What follows belongs to an exercise in optimizing a design on an open flow for small area and a short achievable clock period; a production flow would make more cautious choices. In this exercise RTL edits were held to simulation tests only and were not proved equivalent to the original.

==> flow/design.v, too long to show whole: its modules and the start of the top module <==
// module top: 2350 lines
module top (input logic clk, rst,
            input logic enable, din,
            input logic signed [10:0] x,
            output logic signed [11:0] q,
            output logic spike);
  // ...
==> flow/run.sh <==
#!/bin/bash
# synth_recipe.tcl (not shown) runs the flow's synth.tcl, then flattens the netlist and writes it again
# the make line also repeats each setting of config.mk as NAME=value (left out here)
make -C /OpenROAD-flow-scripts/flow DESIGN_CONFIG=/design/flow/config.mk WORK_HOME=/design/flow/orfs CLKGATE_MAP_FILE= SYNTH_SCRIPT=/design/flow/synth_recipe.tcl finish
==> flow/config.mk <==
export PLATFORM = sky130hd
export DESIGN_NAME = top
export DESIGN_NICKNAME = top
export VERILOG_FILES = /design/flow/design.v
export SDC_FILE = /design/flow/constraint.sdc
export NUM_CORES = 4
export LEC_CHECK = 0
export ABC_CLOCK_PERIOD_IN_PS = 3500
export CAP_MARGIN = 50
export CORE_MARGIN = 2
export CORE_UTILIZATION = 40
export SLEW_MARGIN = 80
==> flow/constraint.sdc <==
create_clock -name core_clock -period 12.0 [get_ports {clk}]
set_input_delay 2.4000 -clock core_clock [delete_from_list [all_inputs] [get_ports {clk}]]
set_output_delay 2.4000 -clock core_clock [all_outputs]
set_load 0.01 [all_outputs]
==> flow_summary.toml, run 1 <==
[synth]
netlist.area_leader.share = 0.310
avgSynthCellArea_sq_um = 9.50
ys_seq_area_frac = 0.227
ys_async_sr_fraction = 0
synth_compound_area_frac = 0.0784
ys_ff_latch = 320
ys_types = 70
synth_xor_area_frac = 0.0270
synth_edf_count = 0

[hold_path]
min_delay_worst_endpoint = "z3[2]"
min_from = "z2[2]"

[grt]
grt_pass1_wl_microns = 103000
busiest_layer = "met2"

[clocking]
cts_tree = "built"
cts-hold-fix-buffers = 0
cts.clk_slew.worst_paths_ps = 60

[setup_path]
worstPathBufferInverterCount = 5

[floorplan]
initial_utilization = 0.404

[placement]
place_congestion = 0.824

[sta]
slew_viol_final = 0
finalCritPeriodShare = 0.422
relSlewSlack = 0.807

[drt]
num_vias = 18900
via_per_inst = 4.75
dr_wl_met3_microns = 2300

[final_layout]
drive_above_1_share = 0.0853
final-instance-count-excl-fill = 3979
n_clock_buffer = 52

[run_status]
status = "no timing/DRC/antenna violations"
==> inputs of run 2 (changes only) <==
--- a/flow/config.mk
+++ b/flow/config.mk
@@ -6,7 +6,8 @@
 export NUM_CORES = 4
 export LEC_CHECK = 0
 export ABC_CLOCK_PERIOD_IN_PS = 3500
-export CAP_MARGIN = 50
+export CAP_MARGIN = 20
 export CORE_MARGIN = 2
 export CORE_UTILIZATION = 40
-export SLEW_MARGIN = 80
+export SETUP_SLACK_MARGIN = 5
+export SLEW_MARGIN = 60
==> run 2 against run 1 <==
Cell count fell by 0.48%. Flip-flop and latch count did not move. Via count fell by 1.4%. First-iteration DRC count fell by 16%. Core utilization fell by 1.3 points. Synthesized area did not move. Clock skew rose by 3.8 ps. Non-clock buffer count fell by 20. Worst setup slack got worse by 82 ps. Wire length fell by 1.8%. Worst hold slack improved by 1.0 ps. Largest cell class unchanged. Highest routed layer unchanged.
==> flow_summary.toml, run 2 <==
[sta]
finClkSkew_ps = 28.3
relSlewSlack = 0.606
fmax_mhz = 194
worstMarginPinSlew_ps = 590
fin_setup_tns_ps = 0
setup-violations-final = 0
rsz0062_at_grt = "false"
min_period_ps = 5150
finalCritPeriodShare = 0.429
slew_viol_final = 0
hold_viol = 0
layout_setup_ws_ps = 6850

[setup_path]
critical_path.max_fanout = 12
critPathArrivalTime_ps = 5640
startpoint_type = "flip-flop"
critPathRequiredTime_ps = 12490
path_delay_family = "adder cells"
worstPathBufferInverterCount = 4
crit_slowest_cell = "dfxtp_1"
slowest_delay_ps = 610
worst_path_most_repeated_cell = "fa_1"
crit_chain = "nand2_1 > fa_1 > inv_1 > fa_1 > inv_1 > fa_1 > fa_1 > inv_1 > fa_1 > inv_1 > ha_1 > nand4_1 > a211o_1 > o211ai_1 > a21oi_1 > or4b_1 > nand3_1"
cp-startpoint = "z0[10]"
reg2reg_from = "z0[10]"
end_kind = "flip-flop"
path_class = "reg2reg"

[floorplan]
rows = 97
initial_utilization = 0.404
io_pins = 28
fp.coreArea_sq_um = 69900
dieArea_sq_um = 72700
die_height_microns = 270
die_w_microns = 270

[grt]
grt-ovfl-total = 0
busiest_layer = "met2"
first_global_vias = 19900
grt_pass1_wl_microns = 102000
grt_use_total = 0.173
grt_use_met2 = 0.288
met1_usage = 0.238
antenna_found_initial = 0
grt_use_met3 = 0.0250
grt_max_degree = 96

[synth]
ys_async_sr_fraction = 0
syn_area_sq_um = 28200
netlist_top_cells_area = "fa_1, dfxtp_1, ha_1"
ys_seq_area_frac = 0.227
ys_ff_latch = 320
synth_area_leader_cell = "fa_1"
syn_nets = 3687
synth_cells = 2970
yosys.cell_count.top_type = "inv_1"
netlist.area_leader.share = 0.310
synth_edf_count = 0
ys.warnings.count = 1
ys_types = 70
synth_common_cells = "inv_1, fa_1, dfxtp_1"
avgSynthCellArea_sq_um = 9.50
synth_flop_cell = "dfxtp_1"

[placement]
place_area_sq_um = 29600
dp_hpwl_microns = 47700
dp_cells = 3885
place_congestion = 0.824
port_buffers = 27
pre_cts_slack_ps = 6870

[drt]
routed_wl_microns = 60000
drt_iter0_markers = 788
wl_per_cell_microns = 15.2
via_per_inst = 4.71
route.detailed.drc = 0
num_vias = 18600
drt_first_pass_iters = 5
ant_nets = 0

[clocking]
cts-hold-fix-buffers = 0
cts.clk_slew.worst_paths_ps = 60
cts-root-buf = "clkbuf_16"
cts_tree = "built"
cts_sinks = 320
htreeDepth = 2
insertion_delay_ps = 570
post_cts_buffers = 0
cts-buffers-inserted = 41
cts_buffer_depth = 3
cts_resized = 0

[final_layout]
mostFrequentLayoutCells = "inv_1, fa_1, dfxtp_1"
final_cell_area_sq_um = 31000
area_growth_pct = 9.97
fin_util = 0.444
final-instance-count-excl-fill = 3960
nNetsFinal = 3706
drive_above_1_share = 0.0430
n_antenna_cell = 0
reg.largest.list = "h1 x21, h2 x21, fe_r x16"
final_common_cell = "inv_1"

[hold_path]
min_from = "z2[2]"
hp-class = "reg2reg"

[run_status]
status = "no timing/DRC/antenna violations"

[run]
max-cap-violations = 0
## run 2: cell counts after synthesis
No cell type changed its count.
## run 2: path summary, 6_finish.rpt
path	slack, ps	cells past startpoint	end
min	430	1	z3[2]
max	6850	17	p[9]
min reg2reg	430	1	z3[2]
max reg2reg	6850	17	p[9]
## run 2: cell type report
class | instances | area (sq um)
multi-input combinational | 1860 | 18900
timing repair buffer | 38 | 424
clock inverter | 25 | 335
clock buffer | 49 | 1090
inverter | 728 | 2730
tap | 940 | 1180
fill | 6833 | 38900
sequential | 320 | 6420
## run 2: per-layer routing
| metal | up-vias | wire, microns |
|---|---|---|
| met5 | - | 0 |
| met4 | 0 | 1140 |
| met3 | 71 | 2080 |
| met2 | 255 | 27900 |
| met1 | 9093 | 28800 |
| li1 | 9216 | - |
## run 2: worst reg2reg max path, stage by stage (launching register included)
cell	delay (ps)
dfxtp_1	610
nand2_1	150
fa_1	550
inv_1	50
fa_1	500
inv_1	50
fa_1	370
fa_1	490
inv_1	50
fa_1	480
inv_1	40
ha_1	340
nand4_1	90
a211o_1	260
o211ai_1	310
a21oi_1	180
or4b_1	490
nand3_1	90
## run 2: stage by stage
step | hold slack [ps]
global route | 444
floorplan | 414
CTS | 431
finish | 428
global placement | 416
detailed placement | 420
## run 2: cells by family (layout without fill, tap and decap cells)
family,count (synthesis),in the layout,share of synthesized area
buf+inv,790,840,0.105
simple gates,716,716,0.127
xor+xnor,87,87,0.0270
compound gates,333,333,0.0784
fa+ha+maj,702,702,0.428
mux,22,22,0.00820
flops,320,320,0.227
==> inputs of run 3 (changes only) <==
==> flow/config.mk (replaced) <==
export PLATFORM = sky130hd
export DESIGN_NAME = top
export DESIGN_NICKNAME = top
export VERILOG_FILES = /design/flow/design.v
export SDC_FILE = /design/flow/constraint.sdc
export NUM_CORES = 4
export LEC_CHECK = 0
export CAP_MARGIN = 20
export CORE_MARGIN = 2
export CORE_UTILIZATION = 40
export SLEW_MARGIN = 20
==> run 3 against run 2 <==
Worst hold slack better by 2.4 ps. Die area unchanged. Cell area down 0.30%. Synthesized cell count unchanged. Synthesized area unchanged. Core utilization down 0.13 points. Cell count down 0.10%. Fmax down 4.1%. Critical endpoint is now h1[20].
==> flow_summary.toml, run 3 <==
[run_status]
status = "no timing/DRC/antenna violations"

[grt]
grt_max_degree = 135
first_global_vias = 19800
antenna_found_initial = 0
grt_pass1_wl_microns = 101000
grt-ovfl-total = 0
grt_use_total = 0.172

[sta]
hold_viol = 0
worstMarginPinSlew_ps = 964
rsz0062_at_grt = "false"
whs_ps = 431
finClkSkew_ps = 22.4
relSlewSlack = 0.357
finalCritPeriodShare = 0.447
fin_setup_tns_ps = 0
setup-violations-final = 0
min_period_ps = 5360
layout_setup_ws_ps = 6640
slew_viol_final = 0
fmax_mhz = 186

[final_layout]
reg.largest.list = "h1 x21, h2 x21, fe_r x16"
nNetsFinal = 3701
area_growth_pct = 9.64
multi_input_area_sq_um = 18800
drive_above_1_share = 0.0345
final_common_cell = "inv_1"
mostFrequentLayoutCells = "inv_1, fa_1, dfxtp_1"
final-instance-count-excl-fill = 3956
regArea_sq_um = 6410
n_antenna_cell = 0
fillers = 6819

[hold_path]
min_from = "z1[8]"
hp-class = "reg2reg"
min_delay_worst_endpoint = "z2[8]"
hold_depth = 1

[setup_path]
slowest_delay_ps = 790
critPathArrivalTime_ps = 5760
critical_path.max_fanout = 9
reg2reg_from = "y1a[10]"
crit_chain = "inv_1 > fa_1 > inv_1 > fa_1 > fa_1 > inv_1 > fa_1 > inv_1 > ha_1 > nand2_1 > nor3_1 > a211oi_1 > a311oi_1 > a31oi_1 > o21ai_1 > a211oi_1"
r2r_cells = 16
crit_slowest_cell = "dfxtp_1"
end_kind = "flip-flop"
worstPathBufferInverterCount = 4
path_class = "reg2reg"
startpoint_type = "flip-flop"
reg2reg_setup_slack_ps = 6640
r2r_end = "h1[20]"
path_delay_family = "adder cells"
critPathRequiredTime_ps = 12400

[drt]
via_per_inst = 4.71
route.detailed.drc = 0
routed_wl_microns = 59800
drt_first_pass_iters = 5
drt_iter0_markers = 953
ant_nets = 0
num_vias = 18600
wl_per_cell_microns = 15.1

[synth]
synth_common_cells = "inv_1, fa_1, dfxtp_1"
syn_nets = 3687
yosys.cell_count.top_type = "inv_1"
ys_types = 70
synth_cells = 2970
synth_edf_count = 0
synth_flop_cell = "dfxtp_1"
ys_ff_latch = 320
avgSynthCellArea_sq_um = 9.50
ys.warnings.count = 1
synth_area_leader_cell = "fa_1"
ys_seq_area_frac = 0.227
syn_area_sq_um = 28200
netlist_top_cells_area = "fa_1, dfxtp_1, ha_1"
netlist.area_leader.share = 0.310
ys_async_sr_fraction = 0

[placement]
dp_cells = 3882
pre_cts_slack_ps = 6650
dp_hpwl_microns = 47300
place_congestion = 0.824
port_buffers = 27

[clocking]
cts_sinks = 320
insertion_delay_ps = 570
cts-hold-fix-buffers = 0
cts-root-buf = "clkbuf_16"
cts.clk_slew.worst_paths_ps = 60
htreeDepth = 2
cts_resized = 0
post_cts_buffers = 0
cts-buffers-inserted = 40
cts_tree = "built"
cts_buffer_depth = 3

[floorplan]
rows = 97
dieArea_sq_um = 72700
io_pins = 28
die_w_microns = 270
fp.coreArea_sq_um = 69900
initial_utilization = 0.404
die_height_microns = 270

[run]
max-cap-violations = 0
-- run 3: cell counts after synthesis --
Identical to the previous run, type by type.
-- run 3: logic make-up (layout without fill, tap and decap cells) --
group	after synthesis	in the layout	synth area share
buffers and inverters	790	836	0.105
xor gates and xnor gates	87	87	0.0270
DFF	320	320	0.227
muxes	22	22	0.00820
AOI/OAI and AO/OA	333	333	0.0784
and+or+nand+nor	716	716	0.127
adders and majority gates	702	702	0.428
-- run 3: worst max-delay path by stage --
stage	start	endpoint	slack [ps]	cells after the start
floorplan	z0[10]	p[9]	7230	18
global placement	y1a[8]	y1a[10]	6670	13
detailed placement	y1a[10]	h1[20]	6650	16
CTS	y1a[10]	h1[20]	6620	16
global route	y1a[10]	h1[20]	6230	16
finish	y1a[10]	h1[20]	6640	16
-- run 3: final cells by class --
cell class,count,share of cell area
inverter,728,0.0883
clock inverter,25,0.0114
timing repair buffer,34,0.0106
sequential,320,0.207
multi-input combinational,1860,0.609
clock buffer,49,0.0354
tap,940,0.0380
-- run 3: metal layers --
layer | part of all wire | track usage
met4 | 0.022 | 0.0458
met5 | 0 | 0
met3 | 0.031 | 0.0195
met2 | 0.47 | 0.286
met1 | 0.48 | 0.239
-- run 3: stage by stage --
| step | util | cell area, sq um |
|---|---|---|
| 2_1_floorplan | - | 28200 |
| 3_3_place_gp | 0.422 | 29500 |
| 3_5_place_dp | 0.422 | 29500 |
| 4_1_cts | 0.443 | 30900 |
| 5_1_grt | 0.443 | 30900 |
| 6_report | 0.443 | 30900 |

## afterwards: timing with drivers on the ports
The results above use ideal ports. As a check the final layouts listed here were re-extracted and re-timed, cells and wires unchanged. Step 1, drivers: a clkbuf_16 drives clk and a buf_2 each remaining input, both assumed. Step 2 also shifts input and output timing later by t, the mid clock arrival at the registers, as if the neighbouring blocks saw the same clock. Three values: ideal, step 1, step 2; two values: the first two.
run	t, ns	setup WS [ns]	worst hold slack (ns)	worst setup path after step 2	clock arrival spread, ns
run 1	0.624	6.936 / 6.936 / 6.936	0.427 / 0.427 / 0.427	register to register	0.030 / 0.030
run 2	0.625	6.854 / 6.854 / 6.854	0.428 / 0.428 / 0.428	register to register	0.034 / 0.033
run 3	0.617	6.636 / 6.636 / 6.636	0.431 / 0.431 / 0.431	register to register	0.027 / 0.026
After both steps setup and hold are still met in every run listed.
